Source: an optimization exercise on an open RTL-to-GDS flow (aim: small area and a short achievable clock period). Production flows keep margins and buffers that such runs may drop. In this exercise RTL edits were held to simulation tests only and were not proved equivalent to the original. No activity file was given, so power comes from the tool's default toggle rates.

File: run.sh
#!/bin/bash
# synth_recipe.tcl (not shown) runs the flow's synth.tcl, then flattens the netlist and writes it again
# the make line also repeats each setting of config.mk as NAME=value (left out here)
make -C /OpenROAD-flow-scripts/flow DESIGN_CONFIG=/design/flow/config.mk WORK_HOME=/design/flow/orfs CLKGATE_MAP_FILE= SYNTH_SCRIPT=/design/flow/synth_recipe.tcl finish
File: config.mk
export PLATFORM = sky130hd
export DESIGN_NAME = bowling
export DESIGN_NICKNAME = bowling
export VERILOG_FILES = /design/flow/design.v
export SDC_FILE = /design/flow/constraint.sdc
export NUM_CORES = 4
export LEC_CHECK = 0
export CAP_MARGIN = 20
export CORE_MARGIN = 2
export CORE_UTILIZATION = 40
export SLEW_MARGIN = 20
File: constraint.sdc
create_clock -name core_clock -period 5.0 [get_ports {clock}]
set_input_delay 1.0000 -clock core_clock [delete_from_list [all_inputs] [get_ports {clock}]]
set_output_delay 1.0000 -clock core_clock [all_outputs]
set_load 0.01 [all_outputs]
File: design.v
module bowling(clock, reset, calculate_score, pin_count, roll, score);
input clock;
input reset;
input calculate_score;
input[3:0] pin_count;
input roll;
output[8:0] score;
reg [8:0] score;
reg [3:0] rolls [0:21];
reg [4:0] frames [0:9];
reg [4:0] roll_index;
reg [4:0] idx;
always @ (posedge clock) begin
   if(reset) begin
      score <= 0;   
      roll_index <= 0;
      idx <= 0;
   end
   else begin
      if(roll) begin
         rolls[roll_index] <= pin_count;
         roll_index <= roll_index + 1;      
      end
      else if (calculate_score) begin
         if(rolls[idx] == 10) begin
            score <= score + 10 + rolls[idx+1] + rolls[idx+2];
            idx <= idx + 1;
         end
         else if(rolls[idx] + rolls[idx+1] == 10) begin
            score <= score + 10 + rolls[idx+2];
            idx <= idx + 2;
         end
         else begin
            score <= score + rolls[idx] + rolls[idx+1];
            idx <= idx + 2;
         end
      end
      else begin
         score <= score;
      end       
   end
end
endmodule
==> results of run 1 <==
sequential cells by signal, summed over array words and instances (netlist names), named ones only:
| signal | cells |
|---|---|
| roll_index | 5 |
| rolls | 88 |
| idx | 5 |
| score | 9 |
cell type report:
cell class              instances  area [sq um]
inverters                      37           139
clock buffers                   9           225
repair buffers                 27           268
well taps                     229           287
multi-input cells             423          3870
clock inverters                 7          75.1
fillers                      1636          9980
flip-flops and latches        112          3130
power groups by stage:
stage / Sequential [mW] / Combinational (mW) / Clock (mW)
3_5_place_dp: 1.13 / 1.72 / 0
3_3_place_gp: 1.13 / 1.68 / 0
5_1_grt: 1.12 / 1.92 / 0.766
2_1_floorplan: 1.10 / 1.32 / 0
4_1_cts: 1.11 / 1.73 / 0.731
6_report: 1.11 / 1.73 / 0.723
layer usage:
layer | up-vias | track usage | routed length [um]
met1 | 2528 | 0.255 | 7730
met3 | 37 | 0.0365 | 898
li1 | 2279 | - | -
met4 | 0 | 0.0696 | 539
met2 | 166 | 0.309 | 8710
met5 | - | 0 | 0
worst reg2reg max path: cells and delay by family, from the launching register on:
family	cells	cell delay [ns]
fa+ha+maj	3	1.00
simple gates	3	0.34
compound gates	4	0.79
flops	1	0.36
xor+xnor	1	0.14
mux	2	1.11
buf+inv	4	0.50
metrics by stage:
step / cells / hold slack (ns) / instance area [sq um]
4_1_cts: 844 / 0.548 / 7990
5_1_grt: 844 / 0.590 / 7990
2_1_floorplan: 607 / 0.531 / 7330
3_5_place_dp: 828 / 0.526 / 7690
6_report: 844 / 0.546 / 7990
3_3_place_gp: 828 / 0.518 / 7690
worst max-delay path by stage:
stage / depth (start not counted) / end / from / slack, ns
after floorplan: 20 / score[7] / idx[0] / 0.55
after global placement: 17 / score[7] / idx[0] / 0.73
after detailed placement: 17 / score[7] / idx[0] / 0.66
after CTS: 17 / score[7] / idx[0] / 0.63
after global routing: 17 / score[7] / idx[0] / 0.31
final: 17 / score[7] / idx[0] / 0.64
cell usage in the layout, fill, tap and decap left out, types with 6 or more instances in the layout:
master	Yosys	routed
nor2b_1	7	7
o21a_1	8	8
nor2_1	55	55
a21oi_1	18	18
nand2_1	50	50
buf_4	1	9
mux4_2	48	48
nand3_1	19	19
xor2_1	18	18
edfxtp_1	88	88
xnor2_1	15	15
mux2i_1	52	52
clkdlybuf4s50_1	0	16
dfxtp_1	24	22
clkbuf_16	0	9
ha_1	23	23
a22oi_1	16	16
inv_1	37	37
fa_1	12	12
o21ai_0	20	20
a21o_1	6	6
cell families after synthesis:
group | Yosys count
compound gates | 98
mux | 101
simple gates | 156
buf+inv | 72
flops | 112
xor+xnor | 33
fa+ha+maj | 35
==> impl_metrics.yaml, run 1 <==
synth:
  ys_seq_elements: 112
  yosys.area_share.adder: 0.0720
  synth.yosys.seq_area_share: 0.426
  async_reset_ff_frac: 0
  syn_area_sq_um: 7330
  yosys-top-cells-area: "edfxtp_1 36%, mux4_2 15%, mux2i_1 7.1%, dfxtp_1 6.6%, ha_1 3.9%"
  synth_mux_area_frac: 0.220
  synth-main-ff-cell: "edfxtp_1"
  synth.distinct_cells: 51
  synth-xor-area-share: 0.0394
  synth_warnings: 1
  yosysMostFrequentCell: "edfxtp_1"
  synth-simple-area-share: 0.0990
  synth_compound_area_frac: 0.0973
  syn_nets: 650
  synthesis.instances: 607
  synthTopCellsByCount: "88 x edfxtp_1, 55 x nor2_1, 52 x mux2i_1, 50 x nand2_1, 48 x mux4_2"
  syn_avg_cell_area_sq_um: 12.1
  yosysTopAreaCell: "edfxtp_1"
  synth_top_family_by_area: "multiplexers"
  netlist.area_leader.share: 0.360
  synth_edf_count: 88
pwr:
  p_clk_frac: 0.203
  cellInternalPower_mw: 2.15
  p_leak_nw: 2.67
  p_switching_mw: 1.41
  fin_total_pwr_mw: 3.56
  pwr_density_cell_nw_per_um2: 446
  switching_share: 0.395
  vdd_ir_drop_max_mv: 0.333
  seqPwrFrac: 0.311
  power_frac_comb: 0.486
cts:
  clk_latency_ns: 0.37
  h-tree-depth: 3
  cts_root_buf: "clkbuf_16"
  cts_tree: "yes"
  cts-resized-gates: 0
  cts_hold_buf: 0
  cts_setup_buffers: 0
  cts.sinks: 112
  cts-buffers-inserted: 9
  cts.clk_slew.worst_paths_ns: 0.09
  clockBufferDepth: 2
sta:
  finalSetupTns_ns: 0
  tightestPinTransition_ns: 0.976
  finClkSkew_ns: 0.0153
  fin_crit_sh: 0.873
  slew_viol_final: 0
  fmax_ghz: 0.229
  setup_viol: 0
  setup_ws_ns: 0.637
  max_slew_margin: 0.347
  min_period_ns: 4.36
  rsz0062_at_grt: "false"
  hold_viol_final: 0
hold_path:
  worstHoldPathCells: 1
  hold_path.class: "register to register"
  hp-start: "score[0]"
  worstHoldEndpoint: "score[0]"
critical_path:
  worst_path_max_delay_cell: "mux4_2"
  arrival_ns: 4.61
  critPathTopFamily: "multiplexers"
  crit_chain: "buf_12 > mux4_2 > mux4_2 > nand2_1 > o21a_1 > fa_1 > inv_1 > ha_1 > inv_1 > fa_1 > inv_1 > a21o_1 > a21oi_1 > nor3_1 > xnor2_1 > nor2_1 > a2111oi_2"
  critPathLaunchType: "register"
  path_common_cell: "inv_1"
  cp_num_buf_inv: 4
  rrSetupSlack_ns: 0.64
  critical_path.max_stage_delay_ns: 0.57
  crit_type: "register to register"
  rr_worst_depth: 17
  r2r_end: "score[7]"
  crit_required_ns: 5.25
  cp-end-kind: "register"
  crit_fanout: 51
  r2r-start: "idx[0]"
final_layout:
  num_antenna_cells: 0
  final_util: 0.445
  drive_gt1_frac: 0.146
  final_nets: 653
  area_delta_synth_final_pct: 8.96
routing:
  drc: 0
  drt-pass1-iter-count: 5
  vias: 5010
  ant_nets: 0
  vias_per_cell: 5.94
  wire_per_inst_um: 21.2
  routed_wl_mm: 17.9
  drt-initial-drc-count: 453
floorplan:
  num_rows: 49
  die_area_sq_um: 19400
  start_util: 0.408
  die_h_um: 139
  die_x_um: 139
  pin_count: 17
  core_area_sq_um: 18000
global_route:
  antenna_found_initial: 0
  grt_pass1_vias: 5052
  grt_pass1_wl_mm: 28.5
  grt_usage: 0.190
  gr-total-overflow: 0
  grt_max_degree: 52
place:
  io_buffers: 16
  hpwl_mm: 13.4
  gp_congestion: 0.881
  pre_cts_slack_ns: 0.663
outcome:
  outcome: "finished clean"
run:
  drv_cap: 0
==> inputs of run 2 (changes only) <==
==> design.v (replaced) <==
module bowling(clock, reset, calculate_score, pin_count, roll, score);
input clock;
input reset;
input calculate_score;
input [3:0] pin_count;
input roll;
output [8:0] score;
reg [8:0] score;
reg [3:0] rolls [0:21];
reg [4:0] roll_index;
reg [2:0] q;
reg [1:0] r;
integer k;
always @(posedge clock)
   if (roll && !reset)
      for (k = 0; k < 22; k = k + 1)
         if (roll_index == k) rolls[k] <= pin_count;
wire [2:0] q1 = q + 3'd1;
wire [2:0] a0 = (r != 2'd0) ? q1 : q;
wire [2:0] a1 = (r == 2'd2) ? q1 : q;
wire [2:0] a2 = q;
reg [3:0] B0, B1, B2;
always @* begin
   case (a0)
      3'd0: B0 = rolls[0];  3'd1: B0 = rolls[3];  3'd2: B0 = rolls[6];  3'd3: B0 = rolls[9];
      3'd4: B0 = rolls[12]; 3'd5: B0 = rolls[15]; 3'd6: B0 = rolls[18]; default: B0 = rolls[21];
   endcase
   case (a1)
      3'd0: B1 = rolls[1];  3'd1: B1 = rolls[4];  3'd2: B1 = rolls[7];  3'd3: B1 = rolls[10];
      3'd4: B1 = rolls[13]; 3'd5: B1 = rolls[16]; default: B1 = rolls[19];
   endcase
   case (a2)
      3'd0: B2 = rolls[2];  3'd1: B2 = rolls[5];  3'd2: B2 = rolls[8];  3'd3: B2 = rolls[11];
      3'd4: B2 = rolls[14]; 3'd5: B2 = rolls[17]; default: B2 = rolls[20];
   endcase
end
wire [3:0] a = (r == 2'd0) ? B0 : (r == 2'd1) ? B1 : B2;
wire [3:0] b = (r == 2'd0) ? B1 : (r == 2'd1) ? B2 : B0;
wire [3:0] c = (r == 2'd0) ? B2 : (r == 2'd1) ? B0 : B1;
wire [4:0] ab = a + b;
wire strike = (a == 4'd10);
wire bonus = strike || (ab == 5'd10);
wire [5:0] inc = ab + (bonus ? c : 4'd0);
always @(posedge clock) begin
   if (reset) begin
      score <= 0;
      roll_index <= 0;
      q <= 0;
      r <= 0;
   end
   else if (roll)
      roll_index <= roll_index + 5'd1;
   else if (calculate_score) begin
      score <= score + inc;
      if (strike) begin
         if (r == 2'd2) begin q <= q1; r <= 2'd0; end
         else r <= r + 2'd1;
      end
      else begin
         if (r == 2'd0) r <= 2'd2;
         else begin q <= q1; r <= r - 2'd1; end
      end
   end
end
endmodule
==> run 2 against run 1 <==
The layout now fails its checks (negative setup slack). Maximum frequency shrank 16%. Cell count shrank 13%. Combinational power shrank 29%. Synthesized cell count shrank 23%. Clock power shrank 3.3%. Utilization grew 8.8 points. Largest cell class is now flip-flops and latches. Synthesized area shrank 25%.
==> impl_metrics.yaml, run 2 <==
global_route:
  grt_usage: 0.198
  grt_pass1_vias: 4072
  antenna_found_initial: 0
  gr-total-overflow: 0
  grt_pass1_wl_mm: 21.9
  grt_max_degree: 24
synth:
  synth_warnings: 2
  ys_seq_elements: 107
  synth-main-ff-cell: "edfxtp_1"
  synth_edf_count: 88
  yosysMostFrequentCell: "edfxtp_1"
  async_reset_ff_frac: 0
  synth.yosys.seq_area_share: 0.550
  yosysTopAreaCell: "edfxtp_1"
  yosys-top-cells-area: "edfxtp_1 48%, dfxtp_1 6.9%, ha_1 5.7%, nor2_1 3.9%, mux2i_1 2.7%"
  netlist.area_leader.share: 0.481
  synthTopCellsByCount: "88 x edfxtp_1, 57 x nor2_1, 28 x nand2_1, 25 x ha_1, 24 x inv_1"
  synthesis.instances: 466
  syn_avg_cell_area_sq_um: 11.8
  synth.distinct_cells: 66
  syn_nets: 505
  syn_area_sq_um: 5500
hold_path:
  hold_path.class: "register to register"
  hp-start: "score[8]"
  worstHoldEndpoint: "score[8]"
  worstHoldPathCells: 2
sta:
  hold_ws_ns: 0.517
  slew_viol_final: 0
  tightestPinTransition_ns: 0.962
  hold_viol_final: 0
  fmax_ghz: 0.192
  setup_ws_ns: -0.215
  setup_viol: 4
  max_slew_margin: 0.354
  fin_crit_sh: 1.04
  finClkSkew_ns: 0.00961
  min_period_ns: 5.21
  rsz0062_at_grt: "true"
critical_path:
  rrSetupSlack_ns: -0.21
  crit_type: "register to register"
  crit_required_ns: 5.30
  r2r_end: "score[7]"
  worst_path_max_delay_cell: "fa_1"
  cp-end-kind: "register"
  rr_worst_depth: 28
  critPathTopFamily: "adder cells"
  critical_path.max_stage_delay_ns: 0.44
  arrival_ns: 5.51
  path_common_cell: "a21oi_2"
  r2r-start: "r[0]"
  crit_fanout: 7
  cp_num_buf_inv: 4
  critPathLaunchType: "register"
routing:
  drt-initial-drc-count: 256
  vias: 3958
  drc: 0
  drt-pass1-iter-count: 5
  vias_per_cell: 5.36
  ant_nets: 0
  routed_wl_mm: 13.6
  wire_per_inst_um: 18.5
final_layout:
  num-fill-cells: 1178
  final_common_cell: "edfxtp_1"
  largest_reg_flops: 88
  largest_register: "rolls"
  final_util: 0.532
  final_nets: 596
  drive_gt1_frac: 0.302
  num_antenna_cells: 0
  final_cell_area_sq_um: 7110
  ff_latch_area_sq_um: 3030
  reg_top3: "rolls (88), score (9), roll_index (5)"
  area_delta_synth_final_pct: 29.3
  final_cell_count_no_fill: 738
  multi_input_area_sq_um: 2630
  final_cell_mix: "88 x edfxtp_1, 78 x buf_4, 52 x nor2_1"
place:
  gp_congestion: 0.860
  hpwl_mm: 9.72
  placed_area_sq_um: 6530
  io_buffers: 16
  dp_cells: 711
cts:
  cts.clk_slew.worst_paths_ns: 0.07
  cts_tree: "yes"
  cts-buffers-inserted: 9
  cts_hold_buf: 0
  cts.sinks: 107
  clk_latency_ns: 0.36
  h-tree-depth: 3
  cts_root_buf: "clkbuf_16"
  clockBufferDepth: 2
floorplan:
  num_rows: 42
  die_area_sq_um: 14700
  core_area_sq_um: 13300
  pin_count: 17
  die_h_um: 121
  die_x_um: 121
  start_util: 0.412
pwr:
  vdd_ir_drop_max_mv: 0.241
  pwr_density_cell_nw_per_um2: 414
  p_leak_nw: 2.65
  fin_total_pwr_mw: 2.94
outcome:
  outcome: "complete, but fails checks"
  violations: "negative setup slack"
run:
  drv_cap: 0
==> run 2: layout make-up <==
type / instances / area share
clock inverter: 7 / 0.00968
sequential: 107 / 0.427
inverter: 24 / 0.0127
tap: 176 / 0.0310
timing repair buffer: 101 / 0.119
multi-input combinational: 314 / 0.370
clock buffer: 9 / 0.0317
==> run 2: where the power goes <==
group / internal (mW) / leakage [nW] / switching [mW]
Clock: 0.351 / 0.144 / 0.348
Sequential: 0.989 / 0.949 / 0.0226
Combinational: 0.654 / 1.56 / 0.575
==> run 2: worst reg2reg max path: cells and delay by family, from the launching register on <==
kind | cells | cell delay, ns
fa+ha+maj | 5 | 1.44
mux | 2 | 0.68
simple gates | 6 | 0.81
buf+inv | 4 | 0.32
compound gates | 10 | 1.43
xor+xnor | 1 | 0.15
flops | 1 | 0.33
==> run 2: layer usage <==
| layer | up-vias | routed length, um | part of all wire | track usage |
|---|---|---|---|---|
| met5 | - | 0 | 0 | 0 |
| met4 | 0 | 135 | 0.0099 | 0.0467 |
| met3 | 11 | 547 | 0.040 | 0.0461 |
| met2 | 74 | 6690 | 0.49 | 0.333 |
| met1 | 1951 | 6260 | 0.46 | 0.261 |
| li1 | 1922 | - | - | - |
==> run 2: worst max path at each step <==
stage	slack, ns	startpoint	endpoint	cells after the start
final	-0.21	r[0]	score[7]	28
after global routing	-0.51	r[0]	score[7]	28
after CTS	-0.19	q[0]	score[7]	26
after detailed placement	-0.36	q[1]	score[7]	27
after global placement	-0.26	q[1]	score[7]	26
after floorplan	-0.09	q[1]	score[7]	26
==> run 2: logic make-up after synthesis <==
logic type               Yosys count  share of synthesized area
AND/OR/NAND/NOR                  155                      0.140
flip-flops                       107                      0.550
AO/OA/AOI/OAI                     93                      0.130
buffers and inverters             45                     0.0341
adder cells (fa/ha/maj)           31                     0.0788
multiplexers                      22                     0.0469
XOR/XNOR                          13                     0.0207
==> run 2: metrics by stage <==
stage / setup WS (ns) / setup TNS (ns)
after floorplan: -0.0933 / -0.107
after global placement: -0.262 / -0.824
after detailed placement: -0.357 / -1.27
after CTS: -0.186 / -0.607
after global routing: -0.508 / -2.29
final: -0.215 / -0.765
==> run 2: repair_timing <==
item / CTS / global route
pin swaps: 15 / 16
gates cloned: 0 / 0
endpoints found under the setup margin: 6 / 7
resized for setup: 22 / 21
setup buffers: 7 / 4
==> inputs of run 3 (changes only) <==
==> design.v (replaced) <==
module bowling(clock, reset, calculate_score, pin_count, roll, score);
input clock;
input reset;
input calculate_score;
input [3:0] pin_count;
input roll;
output [8:0] score;
reg [8:0] score;
reg [3:0] rolls [4:21];
reg [4:0] roll_index;
reg [4:0] diff;           
reg [2:0] r;              
reg [2:0] j0, j1, j2;     
reg [3:0] w0, w1, w2, w3;
reg [4:0] s01;
reg bon;
integer k;
always @(posedge clock)
   if (roll)
      for (k = 4; k < 22; k = k + 1)
         if (roll_index == k) rolls[k] <= pin_count;
function [5:0] jdec;
   input [2:0] j;
   jdec = {j[2] & ~j[1], j[1] & ~j[0], j[2] & j[0], ~j[2] & j[1], ~j[1] & j[0], ~j[2] & ~j[0]};
endfunction
function [3:0] sel6;
   input [5:0] s;
   input [3:0] e0, e1, e2, e3, e4, e5;
   sel6 = ({4{s[0]}} & e0) | ({4{s[1]}} & e1) | ({4{s[2]}} & e2)
        | ({4{s[3]}} & e3) | ({4{s[4]}} & e4) | ({4{s[5]}} & e5);
endfunction
wire [5:0] d0 = jdec(j0);
wire [5:0] d1 = jdec(j1);
wire [5:0] d2 = jdec(j2);
wire [3:0] R0 = sel6(d0, rolls[6], rolls[9], rolls[12], rolls[15], rolls[18], rolls[21]);
wire [3:0] R1 = sel6(d1, rolls[4], rolls[7], rolls[10], rolls[13], rolls[16], rolls[19]);
wire [3:0] R2 = sel6(d2, rolls[5], rolls[8], rolls[11], rolls[14], rolls[17], rolls[20]);
wire [3:0] t4 = ({4{r[0]}} & R1) | ({4{r[1]}} & R2) | ({4{r[2]}} & R0);
wire [3:0] t5 = ({4{r[0]}} & R2) | ({4{r[1]}} & R0) | ({4{r[2]}} & R1);
wire strike = (w0 == 4'd10);
wire [4:0] s12 = w1 + w2;
wire [4:0] s23 = w2 + w3;
wire [4:0] sp1 = pin_count + w1;
wire [4:0] s0p = w0 + pin_count;
wire bon12 = (w1 == 4'd10) || (s12 == 5'd10);
wire bon23 = (w2 == 4'd10) || (s23 == 5'd10);
wire bonp1 = (pin_count == 4'd10) || (sp1 == 5'd10);
wire bon0p = strike || (s0p == 5'd10);
wire [8:0] score_next = score + s01 + (bon ? w2 : 4'd0);
always @(posedge clock) begin
   if (reset) begin
      score <= 0;
      roll_index <= 0;
      diff <= 0;
      r <= 3'b001;
      j0 <= 3'd0;
      j1 <= 3'd0;
      j2 <= 3'd0;
   end
   else if (roll) begin
      roll_index <= roll_index + 5'd1;
      diff <= diff + 5'd1;
   end
   else if (calculate_score) begin
      score <= score_next;
      if (strike) begin
         diff <= diff - 5'd1;
         r <= {r[1:0], r[2]};
         if (r[2]) j0 <= {j0[1:0], ~j0[2]};
         if (r[0]) j1 <= {j1[1:0], ~j1[2]};
         if (r[1]) j2 <= {j2[1:0], ~j2[2]};
      end
      else begin
         diff <= diff - 5'd2;
         r <= {r[0], r[2:1]};
         if (!r[0]) j0 <= {j0[1:0], ~j0[2]};
         if (!r[1]) j1 <= {j1[1:0], ~j1[2]};
         if (!r[2]) j2 <= {j2[1:0], ~j2[2]};
      end
   end
end
always @(posedge clock) begin
   if (roll) begin
      if (diff == 5'd0) begin w0 <= pin_count; s01 <= sp1; bon <= bonp1; end
      if (diff == 5'd1) begin w1 <= pin_count; s01 <= s0p; bon <= bon0p; end
      if (diff == 5'd2) w2 <= pin_count;
      if (diff == 5'd3) w3 <= pin_count;
   end
   else if (calculate_score) begin
      if (strike) begin
         w0 <= w1; w1 <= w2; w2 <= w3; w3 <= t4;
         s01 <= s12; bon <= bon12;
      end
      else begin
         w0 <= w2; w1 <= w3; w2 <= t4; w3 <= t5;
         s01 <= s23; bon <= bon23;
      end
   end
end
endmodule
--- a/config.mk
+++ b/config.mk
@@ -8,4 +8,5 @@
 export CAP_MARGIN = 20
 export CORE_MARGIN = 2
 export CORE_UTILIZATION = 40
+export SETUP_SLACK_MARGIN = 2.2
 export SLEW_MARGIN = 20
==> run 3 against run 2 <==
The run now finishes clean. Count of clock-buffer cells in the layout rose by 10. Clock skew fell by 0.0024 ns. Clock power rose by 65%. Synthesized area rose by 20%. Hold slack got worse by 0.038 ns. First-iteration DRC count rose by 46%. Flip-flop and latch count rose by 18. Non-clock buffer count fell by 73. Synthesized cell count rose by 30%. Cell area rose by 6.0%. Critical path type is now input port to register. Largest power group is now registers.
==> impl_metrics.yaml, run 3 <==
sta:
  finClkSkew_ns: 0.00725
  fin_crit_sh: 0.546
  setup_viol: 0
  slew_viol_final: 0
  tightestPinTransition_ns: 0.593
  max_slew_margin: 0.603
  rsz0062_at_grt: "true"
  min_period_ns: 2.73
  hold_viol_final: 0
  finalSetupTns_ns: 0
  fmax_ghz: 0.366
  hold_ws_ns: 0.479
global_route:
  grt_pass1_wl_mm: 24.2
  gr-usage-met2: 0.290
  use_met3: 0.0434
  busiest_layer: "met2"
  grt_usage: 0.179
  use_met1: 0.232
  grt_max_degree: 37
  grt_pass1_vias: 4564
  gr-total-overflow: 0
  antenna_found_initial: 0
cts:
  clk_latency_ns: 0.42
  cts_tree: "yes"
  cts.clk_slew.worst_paths_ns: 0.06
  clockBufferDepth: 2
  cts-buffers-inserted: 17
  cts.sinks: 125
  cts_hold_buf: 0
  h-tree-depth: 4
  cts_root_buf: "clkbuf_16"
critical_path:
  crit_required_ns: 5.17
  critical_path.max_stage_delay_ns: 0.44
  critPathLaunchType: "input port"
  rr_worst_depth: 10
  cp_num_buf_inv: 2
  path_depth: 8
  worst_path_max_delay_cell: "clkdlybuf4s50_1"
  crit_type: "input port to register"
  crit_chain: "clkdlybuf4s50_1 > buf_12 > ha_1 > a21oi_2 > xor2_1 > nand4b_1 > o311ai_0 > a31o_2"
  crit_fanout: 23
  cp-end-kind: "register"
  critPathTopFamily: "buffers and inverters"
  arrival_ns: 2.90
final_layout:
  largest_register: "rolls"
  final_cell_area_sq_um: 7530
  final_nets: 679
  drive_gt1_frac: 0.0891
  area_delta_synth_final_pct: 14.5
  num_antenna_cells: 0
  final_cell_mix: "94 x edfxtp_1, 73 x nand2_1, 45 x nor2_1"
  reg_top3: "rolls (72), score (9)"
  final_common_cell: "edfxtp_1"
  largest_reg_flops: 72
outcome:
  outcome: "finished clean"
synth:
  synthesis.instances: 607
  synth_compound_area_frac: 0.150
  synth.distinct_cells: 65
  synth-main-ff-cell: "edfxtp_1"
  async_reset_ff_frac: 0
  synth_edf_count: 94
  synth_warnings: 2
  yosys-top-cells-area: "edfxtp_1 43%, dfxtp_1 9.4%, ha_1 6.7%, nand2_1 4.2%, fa_1 2.7%"
  synth-simple-area-share: 0.142
  syn_nets: 659
  synthTopCellsByCount: "94 x edfxtp_1, 74 x nand2_1, 45 x nor2_1, 36 x inv_1, 35 x ha_1"
  yosysTopAreaCell: "edfxtp_1"
  syn_avg_cell_area_sq_um: 10.8
  synth.yosys.seq_area_share: 0.523
  syn_area_sq_um: 6580
  ys_seq_elements: 125
  netlist.area_leader.share: 0.429
  yosys.area_share.adder: 0.0939
  synth-xor-area-share: 0.0253
  yosysMostFrequentCell: "edfxtp_1"
  synth_top_family_by_area: "compound AO/OA/AOI/OAI gates"
  synth_mux_area_frac: 0.0213
place:
  gp_congestion: 0.941
  placed_area_sq_um: 6930
  hpwl_mm: 10.5
  io_buffers: 16
routing:
  ant_nets: 0
  vias_per_cell: 5.44
  drc: 0
  drt-pass1-iter-count: 11
  routed_wl_mm: 15.1
  vias: 4655
  drt-initial-drc-count: 373
  wire_per_inst_um: 17.6
hold_path:
  hold_path.class: "register to register"
  worstHoldPathCells: 2
floorplan:
  die_x_um: 132
  core_area_sq_um: 16000
  start_util: 0.411
  num_rows: 46
  die_h_um: 132
  die_area_sq_um: 17500
  pin_count: 17
run:
  drv_cap: 0
pwr:
  vdd_ir_drop_max_mv: 0.237
  p_leak_nw: 2.80
  pwr_density_cell_nw_per_um2: 367
-- run 3: changes by cell type in the layout (fill, tap and decap cells not counted), sizes merged, moves of 12 or more --
cell / change
and2: +15
nor2: -12
a31oi: +13
o21ai: +16
nand2: +47
inv: +14
buf: -73
dfxtp: +12
-- run 3: tightest hold or removal path: cells and delay by family (launching register included) --
| family | cells | cell delay (ns) |
|---|---|---|
| AO/OA/AOI/OAI | 1 | 0.05 |
| flip-flops | 1 | 0.32 |
| AND/OR/NAND/NOR | 1 | 0.06 |
-- run 3: metal layers --
metal | up-vias | share of wire | wire [um]
li1 | 2249 | - | -
met1 | 2258 | 0.46 | 6870
met5 | - | 0 | 0
met2 | 132 | 0.48 | 7300
met4 | 0 | 0.014 | 204
met3 | 16 | 0.048 | 722
-- run 3: through the flow --
step / utilization / cells / power (mW) / setup slack, ns
floorplan: - / 607 / 1.50 / 2.37
global placement: 0.433 / 820 / 1.61 / 1.57
detailed placement: 0.433 / 820 / 1.62 / 1.54
CTS: 0.468 / 854 / 2.77 / 2.18
global route: 0.471 / 856 / 2.88 / 2.13
finish: 0.471 / 856 / 2.76 / 2.27
-- run 3: area by class of cell --
| class | instances | area [sq um] |
|---|---|---|
| Clock inverter | 13 | 120 |
| Inverter | 39 | 146 |
| Sequential cell | 125 | 3440 |
| Timing Repair Buffer | 28 | 260 |
| Tap cell | 216 | 270 |
| Multi-Input combinational cell | 416 | 2860 |
| Fill cell | 1473 | 8470 |
| Clock buffer | 19 | 433 |
-- run 3: cell families after synthesis --
logic type	count (synthesis)
buf+inv	66
fa+ha+maj	44
compound gates	143
mux	14
xor+xnor	19
flops	125
simple gates	196
-- run 3: final timing paths --
check                     from       end  slack, ns
setup / recovery  pin_count[2]       bon       2.27
hold / removal        score[5]  score[5]       0.48
setup reg to reg           bon  score[8]       2.31
hold reg to reg       score[5]  score[5]       0.48
-- run 3: power breakdown --
| part | leakage, nW | total [mW] | internal [mW] | switching [mW] |
|---|---|---|---|---|
| Clock | 0.252 | 1.15 | 0.684 | 0.464 |
| Sequential | 1.11 | 1.21 | 1.16 | 0.0450 |
| Combinational | 1.44 | 0.404 | 0.175 | 0.229 |
-- run 3: what timing repair did --
| item | 4_1_cts | 5_1_grt |
|---|---|---|
| endpoints found under the setup margin | 2 | 34 |
| endpoints found under the hold margin | 0 | 0 |
| gates resized for setup | 2 | 11 |
| buffers inserted | 2 | 2 |
| pin swaps | 0 | 1 |
==> inputs of run 4 (changes only) <==
--- a/config.mk
+++ b/config.mk
@@ -8,5 +8,5 @@
 export CAP_MARGIN = 20
 export CORE_MARGIN = 2
 export CORE_UTILIZATION = 40
-export SETUP_SLACK_MARGIN = 2.2
+export SETUP_SLACK_MARGIN = 2.7
 export SLEW_MARGIN = 20
==> run 4 against run 3 <==
Still clean. Synthesized area unchanged. Combinational power is 16% higher. Wire length up 7.3%. Critical path depth rose by 3. Global-route usage grew 1.1 points. Cell area up 4.5%. Die area unchanged. Clock power grew 5%. Via count grew 2.3%. Largest cell class unchanged.
==> impl_metrics.yaml, run 4 <==
global_route:
  grt_usage: 0.190
  grt_pass1_vias: 4782
  gr-total-overflow: 0
  grt_pass1_wl_mm: 25.7
  antenna_found_initial: 0
  grt_max_degree: 33
place:
  placed_area_sq_um: 6960
  io_buffers: 16
  hpwl_mm: 10.9
  gp_congestion: 0.876
synth:
  netlist.area_leader.share: 0.429
  syn_area_sq_um: 6580
  synthTopCellsByCount: "94 x edfxtp_1, 74 x nand2_1, 45 x nor2_1, 36 x inv_1, 35 x ha_1"
  yosysTopAreaCell: "edfxtp_1"
  syn_nets: 659
  async_reset_ff_frac: 0
  synth.distinct_cells: 65
  synth_warnings: 2
  syn_avg_cell_area_sq_um: 10.8
  synthesis.instances: 607
  ys_seq_elements: 125
  yosysMostFrequentCell: "edfxtp_1"
  synth_edf_count: 94
  synth.yosys.seq_area_share: 0.523
  yosys-top-cells-area: "edfxtp_1 43%, dfxtp_1 9.4%, ha_1 6.7%, nand2_1 4.2%, fa_1 2.7%"
  synth-main-ff-cell: "edfxtp_1"
run:
  drv_cap: 0
routing:
  wire_per_inst_um: 18.6
  drt-initial-drc-count: 435
  routed_wl_mm: 16.2
  drt-pass1-iter-count: 5
  drc: 0
  ant_nets: 0
  vias_per_cell: 5.46
  vias: 4764
sta:
  max_slew_margin: 0.640
  min_period_ns: 2.53
  finalSetupTns_ns: 0
  setup_viol: 0
  hold_viol_final: 0
  hold_ws_ns: 0.476
  rsz0062_at_grt: "true"
  slew_viol_final: 0
  finClkSkew_ns: 0.00646
  fmax_ghz: 0.396
  tightestPinTransition_ns: 0.539
  fin_crit_sh: 0.505
final_layout:
  largest_reg_flops: 72
  num-fill-cells: 1506
  multi_input_area_sq_um: 3000
  reg_top3: "rolls (72), score (9)"
  final_cell_area_sq_um: 7870
  largest_register: "rolls"
  final_common_cell: "edfxtp_1"
  final_cell_mix: "94 x edfxtp_1, 73 x nand2_1, 42 x nor2_1"
  final_nets: 695
  ff_latch_area_sq_um: 3440
  num_antenna_cells: 0
  drive_gt1_frac: 0.168
  area_delta_synth_final_pct: 19.7
cts:
  h-tree-depth: 4
  cts_root_buf: "clkbuf_16"
  cts.sinks: 125
  cts_tree: "yes"
  clockBufferDepth: 2
  cts.clk_slew.worst_paths_ns: 0.06
  cts-buffers-inserted: 17
  clk_latency_ns: 0.43
hold_path:
  hold_path.class: "register to register"
  hp-start: "score[5]"
  worstHoldEndpoint: "score[5]"
  worstHoldPathCells: 2
floorplan:
  pin_count: 17
  core_area_sq_um: 16000
  die_area_sq_um: 17500
  die_x_um: 132
  start_util: 0.411
  num_rows: 46
  die_h_um: 132
critical_path:
  cp-end-kind: "register"
  crit_fanout: 2
  arrival_ns: 2.82
  rr_worst_depth: 11
  crit_required_ns: 5.30
  crit_type: "register to register"
  rrSetupSlack_ns: 2.47
  r2r_end: "score[7]"
  critPathLaunchType: "register"
  r2r-start: "w2[1]"
pwr:
  seqPwrFrac: 0.420
  pwr_density_cell_nw_per_um2: 367
  fin_total_pwr_mw: 2.89
  vdd_ir_drop_max_mv: 0.254
  switching_share: 0.281
  power_frac_comb: 0.162
  p_clk_frac: 0.418
  cellInternalPower_mw: 2.08
  p_leak_nw: 3.00
  p_switching_mw: 0.811
outcome:
  outcome: "finished clean"
## run 4: cell counts after synthesis
No cell type changed its count.
## run 4: worst max-delay path by stage
stage	from	end	slack [ns]	depth (start not counted)
5_1_grt	w2[1]	score[7]	2.36	11
3_5_place_dp	pin_count[3]	bon	1.38	6
3_3_place_gp	pin_count[3]	bon	1.37	6
6_report	w2[1]	score[7]	2.47	11
2_1_floorplan	pin_count[0]	bon	2.49	8
4_1_cts	pin_count[1]	bon	2.45	9
## run 4: critical path, stage by stage (launching register included)
cell and delay, ns:
edfxtp_1 0.45, and2_4 0.17, fa_1 0.48, ha_2 0.19
inv_2 0.04, fa_2 0.36, nor2b_4 0.13, o21ai_2 0.07
a21boi_2 0.16, o211ai_1 0.12, xor2_1 0.16, nor2_1 0.05
## run 4: power by group through the flow
stage / Sequential [mW] / Clock, mW / Combinational, mW
2_1_floorplan: 1.22 / 0 / 0.296
3_3_place_gp: 1.23 / 0 / 0.390
3_5_place_dp: 1.24 / 0 / 0.401
4_1_cts: 1.21 / 1.22 / 0.438
5_1_grt: 1.22 / 1.27 / 0.520
6_report: 1.21 / 1.21 / 0.469
## run 4: layout make-up
type                       instances  share of cell area
clock buffer                      17              0.0540
sequential                       125               0.437
inverter                          39              0.0191
clock inverter                    15              0.0191
tap                              216              0.0343
timing repair buffer              44              0.0553
multi-input combinational        416               0.381
## run 4: timing repair
action                                  4_1_cts  5_1_grt
endpoints found under the hold margin         0        0
setup buffers                                11        8
pin swaps                                     7       17
gates resized for setup                      52       27
hold buffers                                  0        0
endpoints found under the setup margin      137       26
gates cloned                                  2        0
## run 4: through the flow
step	instances	util	setup WS (ns)
after CTS	864	0.483	2.45
after global placement	819	0.435	1.37
final	872	0.492	2.47
after floorplan	607	-	2.49
after detailed placement	819	0.435	1.38
after global routing	872	0.492	2.36
## run 4: cells by family (layout without fill, tap and decap cells)
| kind of cell | after synthesis | in the layout | share of synthesized area |
|---|---|---|---|
| flops | 125 | 125 | 0.523 |
| xor+xnor | 19 | 19 | 0.0253 |
| buf+inv | 66 | 115 | 0.0439 |
| fa+ha+maj | 44 | 44 | 0.0939 |
| compound gates | 143 | 143 | 0.150 |
| simple gates | 196 | 196 | 0.142 |
| mux | 14 | 14 | 0.0213 |
## run 4: routing by layer
layer	GRT usage	vias to the layer above	part of all wire	wire length (um)
met1	0.242	2290	0.44	7130
met2	0.314	146	0.49	7950
li1	-	2287	-	-
met4	0.0657	0	0.021	342
met5	0	-	0	0
met3	0.0500	41	0.048	782
==> inputs of run 5 (changes only) <==
--- a/config.mk
+++ b/config.mk
@@ -8,5 +8,4 @@
 export CAP_MARGIN = 20
 export CORE_MARGIN = 2
 export CORE_UTILIZATION = 40
-export SETUP_SLACK_MARGIN = 2.7
 export SLEW_MARGIN = 20
==> run 5 against run 4 <==
Hold slack better by 0.0039 ns. Sequential power hardly changed. Clock skew is 0.00054 ns higher. Maximum frequency is 17% lower. Utilization is 2.5 points lower. Critical endpoint is now bon. Largest cell class unchanged. Largest power group unchanged.
==> impl_metrics.yaml, run 5 <==
pwr:
  vdd_ir_drop_max_mv: 0.240
  fin_total_pwr_mw: 2.75
  pwr_density_cell_nw_per_um2: 368
  p_leak_nw: 2.77
synth:
  syn_nets: 659
  synth.yosys.seq_area_share: 0.523
  syn_area_sq_um: 6580
  yosysTopAreaCell: "edfxtp_1"
  synthesis.instances: 607
  ys_seq_elements: 125
  syn_avg_cell_area_sq_um: 10.8
  synth_edf_count: 94
  async_reset_ff_frac: 0
  yosys-top-cells-area: "edfxtp_1 43%, dfxtp_1 9.4%, ha_1 6.7%, nand2_1 4.2%, fa_1 2.7%"
  synthTopCellsByCount: "94 x edfxtp_1, 74 x nand2_1, 45 x nor2_1, 36 x inv_1, 35 x ha_1"
  synth_warnings: 2
  synth-main-ff-cell: "edfxtp_1"
  synth.distinct_cells: 65
  yosysMostFrequentCell: "edfxtp_1"
  netlist.area_leader.share: 0.429
routing:
  drt-pass1-iter-count: 5
  vias: 4631
  wire_per_inst_um: 17.6
  drt-initial-drc-count: 304
  ant_nets: 0
  drc: 0
  vias_per_cell: 5.44
  routed_wl_mm: 15.0
sta:
  tightestPinTransition_ns: 0.994
  fin_crit_sh: 0.607
  min_period_ns: 3.04
  finClkSkew_ns: 0.00699
  hold_ws_ns: 0.480
  rsz0062_at_grt: "false"
  finalSetupTns_ns: 0
  slew_viol_final: 0
  fmax_ghz: 0.329
  setup_viol: 0
  max_slew_margin: 0.336
  hold_viol_final: 0
global_route:
  grt_max_degree: 37
  gr-total-overflow: 0
  grt_pass1_wl_mm: 24.1
  grt_usage: 0.178
  antenna_found_initial: 0
  grt_pass1_vias: 4557
critical_path:
  critical_path.max_stage_delay_ns: 0.69
  worst_path_max_delay_cell: "clkdlybuf4s50_1"
  arrival_ns: 3.21
  cp-end-kind: "register"
  critPathLaunchType: "input port"
  critPathTopFamily: "buffers and inverters"
  crit_required_ns: 5.18
  rrSetupSlack_ns: 2.14
  crit_type: "input port to register"
  cp_num_buf_inv: 2
  crit_chain: "clkdlybuf4s50_1 > inv_1 > fa_1 > xnor2_1 > nor3_1 > a311o_1 > a31o_2"
  crit_fanout: 8
outcome:
  outcome: "finished clean"
final_layout:
  final_common_cell: "edfxtp_1"
  num_antenna_cells: 0
  final_cell_mix: "94 x edfxtp_1, 74 x nand2_1, 45 x nor2_1"
  final_util: 0.468
  drive_gt1_frac: 0.0755
  largest_register: "rolls"
  largest_reg_flops: 72
  final_nets: 675
  area_delta_synth_final_pct: 13.7
  reg_top3: "rolls (72), score (9)"
cts:
  clk_latency_ns: 0.42
  cts.sinks: 125
  h-tree-depth: 4
  cts_tree: "yes"
  cts_root_buf: "clkbuf_16"
  clockBufferDepth: 2
  cts-buffers-inserted: 17
  cts_setup_buffers: 0
  cts_hold_buf: 0
  cts-resized-gates: 0
  cts.clk_slew.worst_paths_ns: 0.06
place:
  hpwl_mm: 10.5
  io_buffers: 16
  gp_congestion: 0.941
floorplan:
  die_area_sq_um: 17500
  pin_count: 17
  start_util: 0.411
  die_h_um: 132
  core_area_sq_um: 16000
  num_rows: 46
  die_x_um: 132
run:
  drv_cap: 0
hold_path:
  hold_path.class: "register to register"
[run 5: cell count changes in the layout (fill, tap and decap cells not counted), moves of 4 or more]
cell	previous run	this run
nor2b_1	4	8
inv_1	31	36
buf_4	22	8
inv_6	7	2
clkdlybuf4s50_1	2	16
dlygate4sd2_1	9	0
ha_1	31	35
inv_2	7	3
[run 5: cell type report]
cell class,count,area [sq um]
multi-input combinational,416,2850
sequential,125,3440
fill,1475,8520
tap,216,270
clock inverter,13,120
timing repair buffer,24,220
clock buffer,19,433
inverter,39,146
[run 5: where the power goes]
part           switching [mW]  leakage (nW)  internal, mW
Combinational           0.223          1.41         0.167
Sequential             0.0477          1.11          1.16
Clock                   0.466         0.252         0.684
Total                   0.736          2.77          2.02
[run 5: final timing paths]
| kind | from | endpoint | cells after the start |
|---|---|---|---|
| worst max-delay path | pin_count[1] | bon | 7 |
| worst min-delay path | score[5] | score[5] | 2 |
| worst max register to register | w2[1] | score[7] | 11 |
| worst min register to register | score[5] | score[5] | 2 |
[run 5: kinds of logic after synthesis]
family / count (synthesis) / share of synthesized area
flip-flops: 125 / 0.523
AND/OR/NAND/NOR: 196 / 0.142
AO/OA/AOI/OAI: 143 / 0.150
buffers and inverters: 66 / 0.0439
adder cells (fa/ha/maj): 44 / 0.0939
XOR/XNOR: 19 / 0.0253
multiplexers: 14 / 0.0213
[run 5: worst register-to-register path, stage by stage, from the launching register on]
cell      delay, ns
edfxtp_1       0.52
and2_1         0.22
fa_1           0.48
ha_1           0.17
inv_1          0.06
fa_1           0.38
nor2b_1        0.16
o21ai_0        0.12
a21boi_0       0.25
o211ai_1       0.13
xor2_1         0.20
nor2_1         0.05
[run 5: layer usage]
layer | part of all wire | global-route usage
met1 | 0.46 | 0.230
met2 | 0.48 | 0.288
met3 | 0.042 | 0.0454
met4 | 0.017 | 0.0669
met5 | 0 | 0
[run 5: per-stage QoR]
step / setup slack (ns) / cell area, sq um / instances
2_1_floorplan: 2.37 / 6580 / 607
3_3_place_gp: 1.57 / 6930 / 820
3_5_place_dp: 1.54 / 6930 / 820
4_1_cts: 1.98 / 7480 / 852
5_1_grt: 1.81 / 7480 / 852
6_report: 1.96 / 7480 / 852
==> inputs of run 6 (changes only) <==
==> design.v (replaced) <==
module bowling(clock, reset, calculate_score, pin_count, roll, score);
input clock;
input reset;
input calculate_score;
input [3:0] pin_count;
input roll;
output [8:0] score;
reg [8:0] score;
reg [3:0] e [0:10];
reg [3:0] o [0:10];
reg [4:0] diff;           
reg ph;                   
reg [4:0] s01;            
reg st;                   
reg bon;                  
wire [3:0] a = ph ? o[0] : e[0];
wire [3:0] b = ph ? e[0] : o[0];
wire [3:0] c = ph ? o[1] : e[1];
wire [3:0] d = ph ? e[1] : o[1];
wire [8:0] score_next = score + s01 + (bon ? c : 4'd0);
wire calc = calculate_score && !roll;
wire shift_e = calc && !(ph && st);
wire shift_o = calc && !(!ph && st);
wire wr_o = roll && (ph ^ diff[0]);
wire wr_e = roll && !(ph ^ diff[0]);
wire head = (diff[4:1] == 4'd0);
wire [4:0] s01_r = pin_count + (diff[0] ? a : b);
wire st_r = diff[0] ? st : (pin_count == 4'd10);
wire bon_r = st_r || (s01_r == 5'd10);
wire [3:0] a_c = st ? b : c;
wire [4:0] s01_c = c + (st ? b : d);
wire st_c = (a_c == 4'd10);
wire bon_c = st_c || (s01_c == 5'd10);
wire [4:0] diff_r = diff + 5'd1;
wire [4:0] diff_c = st ? diff - 5'd1 : diff - 5'd2;
integer i;
reg we, wo;
always @(posedge clock) begin
   for (i = 0; i < 11; i = i + 1) begin
      we = wr_e && (diff[4:1] == i);
      wo = wr_o && (diff[4:1] == i);
      e[i] <= ({4{we}} & pin_count)
            | ({4{shift_e}} & ((i < 10) ? e[i+1] : 4'd0))
            | ({4{!we && !shift_e}} & e[i]);
      o[i] <= ({4{wo}} & pin_count)
            | ({4{shift_o}} & ((i < 10) ? o[i+1] : 4'd0))
            | ({4{!wo && !shift_o}} & o[i]);
   end
end
wire up_r = roll && head;
wire up_c = calc;
always @(posedge clock) begin
   s01 <= ({5{up_r}} & s01_r) | ({5{up_c}} & s01_c) | ({5{!up_r && !up_c}} & s01);
   st <= (up_r & st_r) | (up_c & st_c) | (!up_r && !up_c && st);
   bon <= (up_r & bon_r) | (up_c & bon_c) | (!up_r && !up_c && bon);
end
always @(posedge clock) begin
   if (reset) begin
      score <= 0;
      diff <= 0;
      ph <= 0;
   end
   else if (roll)
      diff <= diff_r;
   else if (calculate_score) begin
      score <= score_next;
      diff <= diff_c;
      ph <= ph ^ st;
   end
end
endmodule
--- a/config.mk
+++ b/config.mk
@@ -8,4 +8,5 @@
 export CAP_MARGIN = 20
 export CORE_MARGIN = 2
 export CORE_UTILIZATION = 40
+export SETUP_SLACK_MARGIN = 2.5
 export SLEW_MARGIN = 20
==> run 6 against run 5 <==
Critical endpoint is now score[7]. Critical path type is now register to register. Wire length fell by 9.2%. Synthesized area down 18%. Cell count decreased by 8.5%.
==> impl_metrics.yaml, run 6 <==
floorplan:
  die_x_um: 120
  start_util: 0.407
  die_area_sq_um: 14400
  core_area_sq_um: 13200
  pin_count: 17
  die_h_um: 120
  num_rows: 42
pwr:
  pwr_density_cell_nw_per_um2: 486
  p_clk_frac: 0.235
  vdd_ir_drop_max_mv: 0.185
  p_leak_nw: 3.10
  cellInternalPower_mw: 2.02
  seqPwrFrac: 0.441
  switching_share: 0.343
  p_switching_mw: 1.05
  power_frac_comb: 0.324
synth:
  synth.yosys.seq_area_share: 0.411
  yosys-top-cells-area: "dfxtp_1 41%, a22o_1 9.1%, a21o_1 8.7%, nand2_1 6.2%, ha_1 5.4%"
  syn_avg_cell_area_sq_um: 9.33
  synth_warnings: 3
  async_reset_ff_frac: 0
  netlist.area_leader.share: 0.411
  synth_edf_count: 0
  synth.distinct_cells: 47
  synthTopCellsByCount: "110 x dfxtp_1, 89 x nand2_1, 62 x a21o_1, 56 x a22o_1, 39 x nor2_1"
  synth-main-ff-cell: "dfxtp_1"
  syn_area_sq_um: 5360
  synthesis.instances: 575
  yosysTopAreaCell: "dfxtp_1"
  syn_nets: 613
  ys_seq_elements: 110
  yosysMostFrequentCell: "dfxtp_1"
sta:
  max_slew_margin: 0.591
  fin_crit_sh: 0.546
  rsz0062_at_grt: "true"
  fmax_ghz: 0.366
  finClkSkew_ns: 0.0114
  tightestPinTransition_ns: 0.613
  min_period_ns: 2.73
  finalSetupTns_ns: 0
  slew_viol_final: 0
  setup_viol: 0
  hold_viol_final: 0
global_route:
  grt_pass1_vias: 4362
  antenna_found_initial: 0
  gr-total-overflow: 0
  grt_usage: 0.197
  grt_max_degree: 25
  grt_pass1_wl_mm: 22.1
routing:
  wire_per_inst_um: 17.4
  ant_nets: 0
  drt-initial-drc-count: 345
  drt-pass1-iter-count: 4
  drc: 0
  routed_wl_mm: 13.6
  vias_per_cell: 5.60
  vias: 4368
final_layout:
  num_antenna_cells: 0
  final_cell_mix: "108 x dfxtp_1, 89 x nand2_1, 62 x a21o_1"
  reg_top3: "e (44), o (44), score (9)"
  num-fill-cells: 1271
  drive_gt1_frac: 0.132
  multi_input_area_sq_um: 3170
  final_common_cell: "dfxtp_1"
  area_delta_synth_final_pct: 17.9
  final_cell_count_no_fill: 780
  final_nets: 639
  ff_latch_area_sq_um: 2210
cts:
  cts.clk_slew.worst_paths_ns: 0.07
  h-tree-depth: 3
  clockBufferDepth: 2
  cts-buffers-inserted: 9
  cts_root_buf: "clkbuf_16"
  cts_tree: "yes"
  cts_hold_buf: 0
  clk_latency_ns: 0.36
  cts.sinks: 110
critical_path:
  critical_path.max_stage_delay_ns: 0.48
  path_common_cell: "a21o_1"
  crit_type: "register to register"
  arrival_ns: 2.94
  critPathTopFamily: "adder cells"
  crit_required_ns: 5.21
  worst_path_max_delay_cell: "fa_1"
  cp-end-kind: "register"
  critPathLaunchType: "register"
  crit_chain: "mux2_4 > and2_4 > fa_1 > ha_4 > fa_2 > a21o_1 > a21o_1 > a21oi_2 > or3_1 > a21oi_1"
  crit_fanout: 6
  cp_num_buf_inv: 0
place:
  hpwl_mm: 8.50
  io_buffers: 16
  dp_cells: 749
  gp_congestion: 0.806
outcome:
  outcome: "finished clean"
hold_path:
  hold_path.class: "register to register"
run:
  drv_cap: 0
==> run 6: changes by cell type in the layout (fill, tap and decap cells not counted), sizes merged, moves of 14 or more <==
cell / delta
dfxtp: +79
inv: -32
a22oi: +17
nand2: +14
a21o: +53
edfxtp: -94
a22o: +53
==> run 6: logic make-up (layout without fill, tap and decap cells) <==
logic type | Yosys count | count (layout) | synth area share
xor gates and xnor gates | 14 | 14 | 0.0257
DFF | 110 | 110 | 0.411
muxes | 8 | 8 | 0.0250
buffers and inverters | 35 | 61 | 0.0259
and+or+nand+nor | 189 | 192 | 0.167
adders and majority gates | 30 | 30 | 0.0798
AOI/OAI and AO/OA | 189 | 189 | 0.267
==> run 6: worst min-delay path: stages (launching register included) <==
cell and delay [ns]:
dfxtp_1 0.31, nand2_1 0.05, nand2_1 0.04
==> run 6: worst paths after layout <==
path                 from       end  slack (ns)  cells past startpoint
hold reg to reg   e[3][0]   e[3][0]        0.45                      2
setup reg to reg       ph  score[7]        2.27                     10
hold / removal    e[3][0]   e[3][0]        0.45                      2
setup / recovery       ph  score[7]        2.27                     10
==> run 6: power by group through the flow <==
stage	sequential, mW	clock [mW]	combinational [mW]
5_1_grt	1.38	0.771	1.12
4_1_cts	1.35	0.742	0.978
2_1_floorplan	1.28	0	0.709
3_3_place_gp	1.36	0	0.864
6_report	1.36	0.723	0.997
3_5_place_dp	1.37	0	0.886
==> run 6: metal layers <==
metal,GRT usage,part of all wire
met3,0.0532,0.045
met1,0.264,0.47
met2,0.316,0.47
met5,0,0
met4,0.0478,0.012
==> run 6: cell type report <==
cell class	count	area share
multi-input cells	433	0.501
well taps	176	0.0348
repair buffers	38	0.0633
inverters	9	0.00534
clock inverters	1	0.00475
flip-flops and latches	110	0.349
clock buffers	13	0.0412
==> run 6: repair_timing <==
action | in CTS | in global routing
setup buffers | 12 | 0
resized for setup | 28 | 7
endpoints found under the hold margin | 0 | 0
pin swaps | 11 | 6
gates cloned | 4 | 1
setup endpoints to repair | 91 | 11
==> run 6: per-stage QoR <==
stage / power, mW / hold WS, ns / cell area, sq um / setup WS (ns) / util
finish: 3.08 / 0.446 / 6320 / 2.27 / 0.479
CTS: 3.07 / 0.449 / 6270 / 2.25 / 0.475
floorplan: 1.99 / 0.423 / 5390 / 2.28 / -
global route: 3.27 / 0.462 / 6320 / 2.20 / 0.479
global placement: 2.23 / 0.436 / 5730 / 1.47 / 0.435
detailed placement: 2.25 / 0.436 / 5730 / 1.40 / 0.435
==> inputs of run 7 (changes only) <==
--- a/config.mk
+++ b/config.mk
@@ -7,6 +7,7 @@
 export LEC_CHECK = 0
 export CAP_MARGIN = 20
 export CORE_MARGIN = 2
-export CORE_UTILIZATION = 40
+export CORE_UTILIZATION = 60
+export CTS_BUF_LIST = sky130_fd_sc_hd__clkbuf_4 sky130_fd_sc_hd__clkbuf_8
 export SETUP_SLACK_MARGIN = 2.5
 export SLEW_MARGIN = 20
==> run 7 against run 6 <==
Sequential share of layout area is 0.45 points higher. Total power is 4.2% lower. Count of clock-buffer cells in the layout is 4 lower. Synthesized area stayed put. Cell count is 7.8% lower. Highest routed layer unchanged. First-iteration DRC count is 23% lower. Combinational power hardly changed. Cell area is 1.2% lower. Via count is 1.7% higher. Utilization is 24 points higher.
==> impl_metrics.yaml, run 7 <==
outcome:
  outcome: "finished clean"
cts:
  clk_latency_ns: 0.39
  cts_tree: "yes"
  clockBufferDepth: 2
  cts.sinks: 110
  h-tree-depth: 3
  cts_hold_buf: 0
  cts.clk_slew.worst_paths_ns: 0.11
  cts_root_buf: "clkbuf_8"
  cts-buffers-inserted: 9
global_route:
  grt_usage: 0.277
  gr-total-overflow: 0
  grt_pass1_wl_mm: 21.6
  antenna_found_initial: 0
  grt_pass1_vias: 4429
  grt_max_degree: 31
critical_path:
  crit_fanout: 6
  startpoint: "ph"
  r2r_end: "score[7]"
  r2r-start: "ph"
  cp-end-kind: "register"
  rr_worst_depth: 10
  crit_type: "register to register"
  rrSetupSlack_ns: 2.29
  critPathLaunchType: "register"
  crit_required_ns: 5.26
  arrival_ns: 2.97
synth:
  synth_edf_count: 0
  syn_avg_cell_area_sq_um: 9.33
  synth.distinct_cells: 47
  synth.yosys.seq_area_share: 0.411
  yosysMostFrequentCell: "dfxtp_1"
  synth-main-ff-cell: "dfxtp_1"
  synth_warnings: 3
  synthTopCellsByCount: "110 x dfxtp_1, 89 x nand2_1, 62 x a21o_1, 56 x a22o_1, 39 x nor2_1"
  yosys-top-cells-area: "dfxtp_1 41%, a22o_1 9.1%, a21o_1 8.7%, nand2_1 6.2%, ha_1 5.4%"
  synthesis.instances: 575
  async_reset_ff_frac: 0
  netlist.area_leader.share: 0.411
  syn_nets: 613
  ys_seq_elements: 110
  syn_area_sq_um: 5360
  yosysTopAreaCell: "dfxtp_1"
pwr:
  p_leak_nw: 3.10
  pwr_density_cell_nw_per_um2: 472
  vdd_ir_drop_max_mv: 0.269
sta:
  setup_viol: 0
  fmax_ghz: 0.369
  max_slew_margin: 0.565
  finalSetupTns_ns: 0
  rsz0062_at_grt: "true"
  slew_viol_final: 0
  hold_viol_final: 0
  min_period_ns: 2.71
  finClkSkew_ns: 0.00979
  tightestPinTransition_ns: 0.650
  fin_crit_sh: 0.542
place:
  dp_cells: 682
  io_buffers: 16
  gp_congestion: 0.843
  hpwl_mm: 8.21
floorplan:
  die_x_um: 98.6
  num_rows: 34
  die_area_sq_um: 9710
  pin_count: 17
  core_area_sq_um: 8680
  die_h_um: 98.6
  start_util: 0.618
final_layout:
  final_common_cell: "dfxtp_1"
  reg_top3: "e (44), o (44), score (9)"
  drive_gt1_frac: 0.157
  num_antenna_cells: 0
  final_nets: 644
  area_delta_synth_final_pct: 16.4
  final_cell_mix: "107 x dfxtp_1, 88 x nand2_1, 62 x a21o_1"
  final_cell_count_no_fill: 719
  num-fill-cells: 697
routing:
  drc: 0
  vias_per_cell: 6.18
  routed_wl_mm: 13.1
  wire_per_inst_um: 18.2
  ant_nets: 0
  drt-initial-drc-count: 264
  drt-pass1-iter-count: 5
  vias: 4444
hold_path:
  worstHoldPathCells: 2
  worstHoldEndpoint: "o[3][3]"
  hold_path.class: "register to register"
  hp-start: "o[3][3]"
run:
  drv_cap: 0
## run 7: how the worst max path moves through the flow
stage / cells after the start / endpoint
global placement: 6 / e[9][3]
detailed placement: 6 / e[9][0]
floorplan: 11 / score[7]
CTS: 10 / score[7]
global route: 12 / score[7]
finish: 10 / score[7]
## run 7: logic make-up after synthesis
group                    share of synthesized area
multiplexers                                0.0250
adder cells (fa/ha/maj)                     0.0798
XOR/XNOR                                    0.0257
buffers and inverters                       0.0259
AO/OA/AOI/OAI                                0.267
AND/OR/NAND/NOR                              0.167
flip-flops                                   0.411
## run 7: area by class of cell
class	instances	area, sq um	share of cell area
clock inverter	7	87.6	0.0140
sequential	110	2210	0.354
clock buffer	9	124	0.0198
multi-input combinational	432	3200	0.512
timing repair buffer	44	458	0.0733
tap	108	135	0.0216
inverter	9	33.8	0.00541
## run 7: repair_timing
item | in CTS | in global routing
pin swaps | 10 | 12
gates cloned | 3 | 1
buffers inserted | 14 | 3
gates resized for setup | 28 | 14
endpoints found under the setup margin | 92 | 8
## run 7: per-stage QoR
stage          setup WS (ns)  power, mW  utilization  hold slack, ns  cell area (sq um)
6_report                2.29       2.95        0.720           0.457               6240
4_1_cts                 2.30       2.89        0.707           0.456               6130
5_1_grt                 2.19       3.14        0.720           0.470               6240
2_1_floorplan           2.28       1.99            -           0.423               5390
3_3_place_gp            1.49       2.20        0.651           0.435               5650
3_5_place_dp            1.40       2.24        0.651           0.440               5650
## run 7: worst max-delay path, cell delays in order, from the launching register on
cell and delay (ns):
dfxtp_4 0.41, mux2_4 0.33, and2_4 0.17, fa_1 0.48, ha_4 0.19, fa_2 0.34, a21o_1 0.16, a21o_1 0.18
a21oi_2 0.15, or3_1 0.12, a21oi_1 0.06
## run 7: routing by layer
metal | share of wire | track usage | up-vias
li1 | - | - | 2153
met1 | 0.45 | 0.367 | 2129
met2 | 0.48 | 0.451 | 138
met3 | 0.055 | 0.0532 | 24
met4 | 0.019 | 0.104 | 0
met5 | 0 | 0 | -
## run 7: power breakdown
| group | leakage [nW] | internal [mW] | switching, mW |
|---|---|---|---|
| Combinational | 2.09 | 0.504 | 0.511 |
| Sequential | 0.899 | 1.13 | 0.227 |
| Clock | 0.108 | 0.243 | 0.335 |
| Total | 3.10 | 1.87 | 1.07 |
==> inputs of run 8 (changes only) <==
--- a/config.mk
+++ b/config.mk
@@ -7,7 +7,7 @@
 export LEC_CHECK = 0
 export CAP_MARGIN = 20
 export CORE_MARGIN = 2
-export CORE_UTILIZATION = 60
+export CORE_UTILIZATION = 40
 export CTS_BUF_LIST = sky130_fd_sc_hd__clkbuf_4 sky130_fd_sc_hd__clkbuf_8
 export SETUP_SLACK_MARGIN = 2.5
 export SLEW_MARGIN = 20
==> run 8 against run 7 <==
Count of clock-buffer cells in the layout grew 4. Sequential power is essentially flat. Die area grew 48%. Total power shrank 1.6%. Via count shrank 1.4%. First-iteration DRC count grew 30%. Setup slack lost 0.020 ns. Register-to-register slack lost 0.02 ns. Clock power shrank 3.6%.
==> impl_metrics.yaml, run 8 <==
sta:
  rsz0062_at_grt: "true"
  finalSetupTns_ns: 0
  finClkSkew_ns: 0.0167
  hold_viol_final: 0
  max_slew_margin: 0.572
  min_period_ns: 2.73
  fin_crit_sh: 0.546
  fmax_ghz: 0.366
  tightestPinTransition_ns: 0.641
  slew_viol_final: 0
  setup_viol: 0
routing:
  drc: 0
  vias: 4384
  ant_nets: 0
  routed_wl_mm: 13.5
  drt-pass1-iter-count: 5
  wire_per_inst_um: 17.3
  drt-initial-drc-count: 343
  vias_per_cell: 5.61
final_layout:
  final_cell_count_no_fill: 781
  num_antenna_cells: 0
  final_common_cell: "dfxtp_1"
  final_cell_mix: "108 x dfxtp_1, 89 x nand2_1, 62 x a21o_1"
  final_cell_area_sq_um: 6210
  multi_input_area_sq_um: 3170
  area_delta_synth_final_pct: 15.8
  ff_latch_area_sq_um: 2210
  final_nets: 640
  reg_top3: "e (44), o (44), score (9)"
  drive_gt1_frac: 0.137
  num-fill-cells: 1283
global_route:
  grt_pass1_wl_mm: 22.1
  grt_usage: 0.197
  grt_max_degree: 25
  grt_pass1_vias: 4358
  gr-total-overflow: 0
  antenna_found_initial: 0
critical_path:
  crit_type: "register to register"
  startpoint: "ph"
  r2r_end: "score[5]"
  rr_worst_depth: 10
  cp-end-kind: "register"
  r2r-start: "ph"
  crit_fanout: 6
  endpoint: "score[5]"
  arrival_ns: 3.04
  critPathLaunchType: "register"
  rrSetupSlack_ns: 2.27
  crit_required_ns: 5.31
synth:
  synth-main-ff-cell: "dfxtp_1"
  yosys-top-cells-area: "dfxtp_1 41%, a22o_1 9.1%, a21o_1 8.7%, nand2_1 6.2%, ha_1 5.4%"
  synth.distinct_cells: 47
  yosysMostFrequentCell: "dfxtp_1"
  async_reset_ff_frac: 0
  synth.yosys.seq_area_share: 0.411
  syn_nets: 613
  synthesis.instances: 575
  syn_area_sq_um: 5360
  synth_edf_count: 0
  synth_warnings: 3
  synthTopCellsByCount: "110 x dfxtp_1, 89 x nand2_1, 62 x a21o_1, 56 x a22o_1, 39 x nor2_1"
  netlist.area_leader.share: 0.411
  ys_seq_elements: 110
  yosysTopAreaCell: "dfxtp_1"
  syn_avg_cell_area_sq_um: 9.33
pwr:
  switching_share: 0.354
  seqPwrFrac: 0.466
  p_leak_nw: 3.05
  cellInternalPower_mw: 1.87
  power_frac_comb: 0.342
  p_switching_mw: 1.03
  vdd_ir_drop_max_mv: 0.131
  pwr_density_cell_nw_per_um2: 467
  p_clk_frac: 0.192
outcome:
  outcome: "finished clean"
floorplan:
  die_area_sq_um: 14400
  start_util: 0.407
  num_rows: 42
  die_x_um: 120
  core_area_sq_um: 13200
  die_h_um: 120
  pin_count: 17
place:
  placed_area_sq_um: 5730
  dp_cells: 749
  gp_congestion: 0.806
  hpwl_mm: 8.50
  io_buffers: 16
cts:
  cts_root_buf: "clkbuf_8"
  cts_hold_buf: 0
  h-tree-depth: 3
  clockBufferDepth: 2
  cts-buffers-inserted: 9
  cts.clk_slew.worst_paths_ns: 0.10
  clk_latency_ns: 0.39
  cts.sinks: 110
  cts_tree: "yes"
run:
  drv_cap: 0
hold_path:
  hold_path.class: "register to register"
  worstHoldPathCells: 2
[run 8: worst min path at each step]
stage,end,start
final,e[3][0],e[3][0]
after global placement,o[3][3],o[3][3]
after CTS,e[3][0],e[3][0]
after global routing,e[3][3],e[3][3]
after floorplan,e[2][0],e[2][0]
after detailed placement,e[3][0],e[3][0]
[run 8: layout make-up]
type	count	share of cell area
tap	176	0.0354
inverter	9	0.00544
multi-input combinational	433	0.510
timing repair buffer	39	0.0618
sequential	110	0.355
clock inverter	1	0.00483
clock buffer	13	0.0268
[run 8: per-stage QoR]
step	power [mW]	hold WS [ns]	utilization	worst slack [ns]
floorplan	1.99	0.423	-	2.28
global placement	2.23	0.436	0.435	1.47
detailed placement	2.25	0.436	0.435	1.40
CTS	2.90	0.453	0.469	2.24
global route	3.10	0.466	0.471	2.18
finish	2.90	0.453	0.471	2.27
[run 8: timing repair]
action	in CTS	in global routing
pin swaps	11	3
setup endpoints to repair	90	87
resized for setup	25	7
buffers inserted	14	0
gates cloned	4	0
[run 8: cells by family after synthesis]
group / count (synthesis) / share of synthesized area
fa+ha+maj: 30 / 0.0798
compound gates: 189 / 0.267
mux: 8 / 0.0250
simple gates: 189 / 0.167
buf+inv: 35 / 0.0259
xor+xnor: 14 / 0.0257
flops: 110 / 0.411
[run 8: power by group through the flow]
stage	combinational, mW	clock (mW)	sequential, mW
after CTS	0.980	0.571	1.35
after global routing	1.12	0.600	1.38
after floorplan	0.709	0	1.28
after global placement	0.864	0	1.36
after detailed placement	0.886	0	1.37
final	0.992	0.557	1.35
[run 8: critical path, cell delays in order (launching register included)]
cell and delay, ns:
dfxtp_4 0.40, mux2_4 0.32, and2_4 0.17, fa_1 0.48
ha_4 0.19, fa_2 0.35, a21o_1 0.17, a21o_1 0.20
xor2_1 0.19, nand2_1 0.08, a21oi_1 0.11
[run 8: routing by layer]
| layer | wire length (um) | GRT usage | up-vias |
|---|---|---|---|
| li1 | - | - | 2139 |
| met5 | 0 | 0 | - |
| met4 | 194 | 0.0610 | 0 |
| met1 | 6220 | 0.264 | 2134 |
| met3 | 763 | 0.0471 | 14 |
| met2 | 6340 | 0.315 | 97 |

## what the ideal ports hide
Ports are ideal in the flow. The routed layouts listed here were re-timed in OpenROAD.
Step 1 assumes that a clkbuf_16 drives the clock port and a buf_2 every other input.
Step 2 times the ports against the registers' clock, not the clock port: input delays grow and output delays shrink by t, the midpoint of the rising clock arrivals with the driver on.
a / b / c = ideal ports / drivers / drivers and shift; a / b = the first two.
run | t (ns) | setup WS [ns] | slew at the worst register clock pin (ns) | worst slew at a driven data input, ns | cell pins on the clock port's net
run 1 | 0.401 | 0.637 / 0.637 / 0.637 | 0.09 / 0.09 | 0.03 | 1
run 2 | 0.399 | -0.215 / -0.215 / -0.215 | 0.08 / 0.08 | 0.03 | 1
run 3 | 0.459 | 2.269 / 2.290 / 1.831 | 0.06 / 0.06 | 0.04 | 1
run 4 | 0.460 | 2.474 / 2.474 / 2.080 | 0.06 / 0.06 | 0.05 | 1
run 5 | 0.460 | 1.963 / 1.979 / 1.519 | 0.06 / 0.06 | 0.04 | 1
run 6 | 0.390 | 2.268 / 2.268 / 2.078 | 0.07 / 0.07 | 0.04 | 1
run 7 | 0.421 | 2.290 / 2.290 / 2.112 | 0.11 / 0.11 | 0.04 | 1
run 8 | 0.420 | 2.270 / 2.270 / 2.066 | 0.10 / 0.10 | 0.04 | 1
The setup slack of run 5, which loses most, moves by +0.016 ns with the drivers and by -0.444 ns with both steps.
